Context: an optimization exercise on an open-source flow, tuned for small area, a short achievable clock period and few clock cycles. The choices shown serve that exercise and are no tape-out recipe. In this exercise RTL edits were held to simulation tests only and were not proved equivalent to the original. No activity file was given, so power comes from the tool's default toggle rates.

// DataPath
module DataPath(input clk, input rst,
 output [31:0] imem_addr, input [31:0] imem_rdata,
 output [31:0] dmem_addr, output [31:0] dmem_wdata, output [3:0] dmem_wstrb,
 input [31:0] dmem_rdata,
 output halted);
reg [31:2] fa;       
reg dv;              
wire [31:2] pcd = fa - 30'd1;
reg ev;              
reg [31:2] pce;      
reg [31:0] ra;       
reg [31:0] rb;       
reg [4:0] rd;
reg [31:0] imm;      
reg [2:0] f3;
reg e_lui, e_auipc, e_jal, e_jalr, e_br, e_ld, e_st, e_wr, e_halt, e_sub, e_arith;
reg e_o1, e_o2;      
reg e_jd;            
reg m_ld, w_ld;      
reg m_wr, w_wr;      
reg [4:0] m_rd, w_rd;
reg [2:0] m_f3;
reg [1:0] m_a;
reg [3:0] w_b0, w_sg;   
reg w_s1l1, w_s1l3, w_s1x, w_s2w, w_s2x;
reg [31:2] ma;       
reg [31:0] wd;       
reg [3:0] ws;        
reg halt_r;
assign imem_addr = {fa, 2'b00};
assign dmem_addr = {ma, m_a};
assign dmem_wdata = wd;
assign dmem_wstrb = ws;
assign halted = halt_r;
wire [31:0] x = imem_rdata;
wire [4:0] xo = x[6:2];
wire x_lui   = ~xo[4] &  xo[3] &  xo[2] &  xo[0];
wire x_auipc = ~xo[4] & ~xo[3] &  xo[2] &  xo[0];
wire x_op    = ~xo[4] &  xo[3] &  xo[2] & ~xo[0];
wire x_opimm = ~xo[4] & ~xo[3] &  xo[2] & ~xo[0];
wire x_load  = ~xo[4] & ~xo[3] & ~xo[2] & ~xo[0];
wire x_store = ~xo[4] &  xo[3] & ~xo[2];
wire x_br    =  xo[4] & ~xo[2] & ~xo[0];
wire x_jalr  =  xo[4] & ~xo[2] & ~xo[1] & xo[0];
wire x_jal   =  xo[4] &  xo[1];
wire x_sys   =  xo[4] &  xo[2];
wire x_u1 = x_load | x_store | x_opimm | x_op | x_br | x_jalr;
wire x_u2 = x_br | x_store | x_op;
wire [2:0] x_f3 = x[14:12];
wire [4:0] x_rs1 = x[19:15];
wire [4:0] x_rs2 = x[24:20];
wire fU = x_lui | x_auipc;
wire fJ = x_jal;
wire fB = x_br;
wire fS = x_store;
wire fI = x_load | x_opimm | x_jalr;
wire [31:0] x_imm;
assign x_imm[31:20] = fU ? x[31:20] : {12{x[31]}};
assign x_imm[19:12] = (fU | fJ) ? x[19:12] : {8{x[31]}};
assign x_imm[11] = fU ? 1'b0 : fB ? x[7] : fJ ? x[20] : x[31];
assign x_imm[10:5] = fU ? 6'b0 : x[30:25];
assign x_imm[4:1] = fU ? 4'b0 : (fS | fB) ? x[11:8] : x[24:21];
assign x_imm[0] = fI ? x[20] : fS ? x[7] : 1'b0;
wire [31:0] x_ra, x_rb;
wire rf_we;
wire [4:0] rf_wa;
wire [31:0] rf_wd;
RegFile RF(clk, rst, x_rs1, x_rs2, x_ra, x_rb, rf_we, rf_wa, rf_wd);
wire e_go = ev & ~halt_r;
wire [31:0] opb = rb;
wire [31:0] sum, alu_res;
ALU alu(ra, opb, e_sub, f3, e_arith, sum, alu_res);
wire br_t;
BranchCmp bc(ra, rb, f3, br_t);
  ...
clock: 20.0 ns
lec_check: 0
cap_margin: 20
core_margin: 2
core_utilization: 40
place_density: 0.6
slew_margin: 20
standard.sh (not shown) runs the stock make flow with config.mk's settings and CLKGATE_MAP_FILE= SYNTH_SCRIPT=/design/flow/synth_recipe.tcl, a recipe that flattens the netlist after the stock synthesis.
==> flow/flow/run.sh <==
#!/bin/bash
# Own layout flow: the standard ORFS layout (standard.sh) on the design's
# clock and constraints, with these changes to how the layout is made:
# - the port buffers are buf_4 (by default buffer_ports picked a slow delay
#   buffer), and sizing may change a cell's footprint.
# - clock tree sinks are clustered 20 to a buffer (fewer clock buffers).
# make's full output goes to make_finish.log here; ORFS's per-step logs are
# under orfs/logs.
set -euo pipefail
bash standard.sh SETUP_SLACK_MARGIN=15 TNS_END_PERCENT=0 SKIP_GATE_CLONING=1 \
  "BUFFER_PORTS_ARGS=-buffer_cell sky130_fd_sc_hd__buf_4" MATCH_CELL_FOOTPRINT=0 \
  CTS_CLUSTER_SIZE=20 CTS_CLUSTER_DIAMETER=60 \
  finish > make_finish.log 2>&1
The first run went through all stages and came out clean.
Testbench counts at the start, summed over its fixed seeds: cycles 15,183.
Edit:
--- a/flow/design.v
+++ b/flow/design.v
@@ -1,16 +1,19 @@
 module ALU(input [31:0] a, input [31:0] b, input sub, input [2:0] f3, input arith,
- output [31:0] sum, output [31:0] res);
+ output [31:0] sum, output [31:0] res, output br_t);
 wire [32:0] s = {1'b0, a} + {1'b0, b ^ {32{sub}}} + {32'b0, sub};
 assign sum = s[31:0];
 wire ltu = ~s[32];
 wire lt = (a[31] ^ b[31]) ? a[31] : s[31];
+wire eq = (a == b);
+wire c = f3[2] ? (f3[1] ? ltu : lt) : eq;
+assign br_t = c ^ f3[0];
 wire left = ~f3[2];
 wire [31:0] arev;
 genvar i;
 generate for (i = 0; i < 32; i = i + 1) begin : rv
  assign arev[i] = a[31-i];
 end endgenerate
 wire [31:0] shin = left ? arev : a;
 wire fill = arith & a[31] & ~left;
 wire signed [32:0] shs = {fill, shin};
 wire [32:0] shx = shs >>> b[4:0];
@@ -26,27 +29,20 @@
  3'b001: r = shl;
  3'b010: r = {31'b0, lt};
  3'b011: r = {31'b0, ltu};
  3'b100: r = a ^ b;
  3'b101: r = shr;
  3'b110: r = a | b;
  default: r = a & b;
  endcase
 end
 assign res = r;
-endmodule
-module BranchCmp(input [31:0] a, input [31:0] b, input [2:0] f3, output taken);
-wire eq = (a == b);
-wire ltu = a < b;
-wire lt = (a[31] ^ b[31]) ? a[31] : ltu;
-wire c = f3[2] ? (f3[1] ? ltu : lt) : eq;
-assign taken = c ^ f3[0];
 endmodule
 module RegFile(input clk, input rst,
  input [4:0] ra1, input [4:0] ra2, output [31:0] rd1, output [31:0] rd2,
  input we, input [4:0] wa, input [31:0] wd);
 reg [31:0] r [1:31];
 reg [31:1] v;
 wire [31:1] wsel, s1, s2;
 genvar gi;
 generate for (gi = 1; gi < 32; gi = gi + 1) begin : row
  assign wsel[gi] = we & (wa == gi);
@@ -162,23 +158,22 @@
 assign x_imm[4:1] = fU ? 4'b0 : (fS | fB) ? x[11:8] : x[24:21];
 assign x_imm[0] = fI ? x[20] : fS ? x[7] : 1'b0;
 wire [31:0] x_ra, x_rb;
 wire rf_we;
 wire [4:0] rf_wa;
 wire [31:0] rf_wd;
 RegFile RF(clk, rst, x_rs1, x_rs2, x_ra, x_rb, rf_we, rf_wa, rf_wd);
 wire e_go = ev & ~halt_r;
 wire [31:0] opb = rb;
 wire [31:0] sum, alu_res;
-ALU alu(ra, opb, e_sub, f3, e_arith, sum, alu_res);
 wire br_t;
-BranchCmp bc(ra, rb, f3, br_t);
+ALU alu(ra, opb, e_sub, f3, e_arith, sum, alu_res, br_t);
 wire [31:2] pc_imm = pce + imm[31:2];
 wire [31:2] pc_4 = pce + 30'd1;
 wire jalr_go = e_go & e_jalr;
 wire br_go = e_go & e_br & br_t;
 wire skip = br_go & e_o2 & dv;
 wire pc_go = (br_go & ~e_o1 & ~skip) | (e_go & e_jal & ~e_jd & ~e_o1);
 wire redirect = jalr_go | pc_go;
 wire ld_go = e_go & e_ld;
 wire jal_e = e_go & e_jal & e_jd;
 wire hold = ld_go;
Hold slack is worse by 0.0034 ns.
Maximum frequency decreases by 2.9%.
Sequential share of layout area increases by 1.0 points.
Sequential power barely changes.
Synthesized area decreases by 2.6%.
Wire length decreases by 6.4%.
Cell area decreases by 2.1%.
Final cell count decreases by 2.3%.
Worst setup slack is worse by 0.18 ns.
Total power increases by 0.54%.
Count of clock-buffer cells in the layout increases by 11.
Global-route usage decreases by 1.4 points.
Testbench counts after the change, summed over its fixed seeds: cycles 15,183.

* * *

== rev 12 ==
DataPath with an RTL version that a note above also has.
Size: roughly 5500 cells after synthesis, ~1300 flip-flops, about 170 I/O pins, ~65000 sq um of cells after synthesis.
Settings: LEC_CHECK=0, CAP_MARGIN=20, CORE_MARGIN=2, CORE_UTILIZATION=40, PLACE_DENSITY=0.6, SLEW_MARGIN=20; clock period 20.0 ns.
==> flow/flow/run.sh <==
#!/bin/bash
# Own layout flow: the standard ORFS layout (standard.sh) on the design's
# clock and constraints, with these changes to how the layout is made:
# - the port buffers are buf_4 (by default buffer_ports picked a slow delay
#   buffer), and sizing may change a cell's footprint.
# - clock tree sinks are clustered 20 to a buffer (fewer clock buffers).
# make's full output goes to make_finish.log here; ORFS's per-step logs are
# under orfs/logs.
set -euo pipefail
bash standard.sh SETUP_SLACK_MARGIN=15 TNS_END_PERCENT=2 SKIP_GATE_CLONING=1 \
  "BUFFER_PORTS_ARGS=-buffer_cell sky130_fd_sc_hd__buf_4" MATCH_CELL_FOOTPRINT=0 \
  CTS_CLUSTER_SIZE=20 CTS_CLUSTER_DIAMETER=60 \
  finish > make_finish.log 2>&1
Rev 12: all stages complete, timing, DRC and antenna checks passed
Testbench counts of rev 12, summed over its fixed seeds: cycles 15,183.
Relative to rev 12, the following input files were edited for rev 13:
-- flow/design.v --
<<< rev 12, line 1
module ALU(input [31:0] a, input [31:0] b, input sub, input [2:0] f3, input arith,
 output [31:0] sum, output [31:0] res, output br_t);
wire [32:0] s = {1'b0, a} + {1'b0, b ^ {32{sub}}} + {32'b0, sub};
assign sum = s[31:0];
wire ltu = ~s[32];
wire lt = (a[31] ^ b[31]) ? a[31] : s[31];
wire eq = (a == b);
wire c = f3[2] ? (f3[1] ? ltu : lt) : eq;
assign br_t = c ^ f3[0];
wire left = ~f3[2];
wire [31:0] arev;
>>> rev 13, line 1
module ALU(input [31:0] a, input [31:0] b, input sub, input [2:0] f3, input arith,
 output [31:0] sum, output [31:0] res);
wire [32:0] s = {1'b0, a} + {1'b0, b ^ {32{sub}}} + {32'b0, sub};
assign sum = s[31:0];
wire ltu = ~s[32];
wire lt = (a[31] ^ b[31]) ? a[31] : s[31];
wire left = ~f3[2];
wire [31:0] arev;
<<< rev 12, line 37
end
assign res = r;
endmodule
module RegFile(input clk, input rst,
>>> rev 13, line 34
end
assign res = r;
endmodule
module BranchCmp(input [31:0] a, input [31:0] b, input [2:0] f3, output taken);
wire eq = (a == b);
wire ltu = a < b;
wire lt = (a[31] ^ b[31]) ? a[31] : ltu;
wire c = f3[2] ? (f3[1] ? ltu : lt) : eq;
assign taken = c ^ f3[0];
endmodule
module RegFile(input clk, input rst,
<<< rev 12, line 166
wire [31:0] opb = rb;
wire [31:0] sum, alu_res;
wire br_t;
ALU alu(ra, opb, e_sub, f3, e_arith, sum, alu_res, br_t);
wire [31:2] pc_imm = pce + imm[31:2];
wire [31:2] pc_4 = pce + 30'd1;
>>> rev 13, line 170
wire [31:0] opb = rb;
wire [31:0] sum, alu_res;
ALU alu(ra, opb, e_sub, f3, e_arith, sum, alu_res);
wire br_t;
BranchCmp bc(ra, rb, f3, br_t);
wire [31:2] pc_imm = pce + imm[31:2];
wire [31:2] pc_4 = pce + 30'd1;
### Flow results
- Rev 13 was carried through to the last stage, and its layout satisfied the timing, design-rule and antenna checks.
- Between rev 12 and rev 13, share of the final layout cell area in sequential cells increased.
- Measured against each other, rev 12 and rev 13 differ in number of logic inverters in the finished layout, the higher figure coming from rev 13.
- Of the two values seen for capturing element of the worst setup path, rb[8] was produced by rev 12 and ra[6] by rev 13.
- Lower number of well taps was reported by rev 12, not rev 13.
- The run showing the greater largest fanout on the critical path is rev 12.
- Comparing rev 12 and rev 13, the higher global-route wire length before repair is on rev 13.
Testbench counts of rev 13, summed over its fixed seeds: cycles 15,183.

-- static timing again, ports no longer ideal --
The flow's constraints put no driver on any port. The routed layouts listed below were extracted and timed again, unchanged, in two steps.
Step 1 (the two cells are an assumption about what drives the block):
set clk [get_ports {clk}]
set_driving_cell -lib_cell sky130_fd_sc_hd__clkbuf_16 $clk
set_driving_cell -lib_cell sky130_fd_sc_hd__buf_2 [delete_from_list [all_inputs] $clk]
Step 2 times the ports against the registers' clock, not the clock port: input delays grow and output delays shrink by t, the midpoint of the rising clock arrivals with the driver on.
a / b / c = ideal / step 1 / step 2; a / b = the first two.
| run | shift t [ns] | slack for setup (ns) | hold WS [ns] | worst register clock-pin slew, ns | pins driven straight from the clock port |
|---|---|---|---|---|---|
| the first run of note 1 | 0.852 | 14.062 / 14.121 / 13.270 | 0.357 / 0.357 / 0.357 | 0.09 / 0.09 | 1 |
| the second run of note 1 | 0.864 | 13.882 / 13.885 / 13.022 | 0.354 / 0.354 / 0.354 | 0.09 / 0.09 | 1 |
| rev 12 | 0.844 | 13.973 / 13.996 / 13.152 | 0.368 / 0.368 / 0.368 | 0.09 / 0.09 | 1 |
| rev 13 | 0.867 | 14.089 / 14.143 / 13.276 | 0.349 / 0.349 / 0.349 | 0.09 / 0.09 | 1 |
After both steps setup and hold are still met in every run listed. The setup slack of the second run of note 1, which loses most, moves by +0.003 ns with the drivers and by -0.860 ns with both steps.
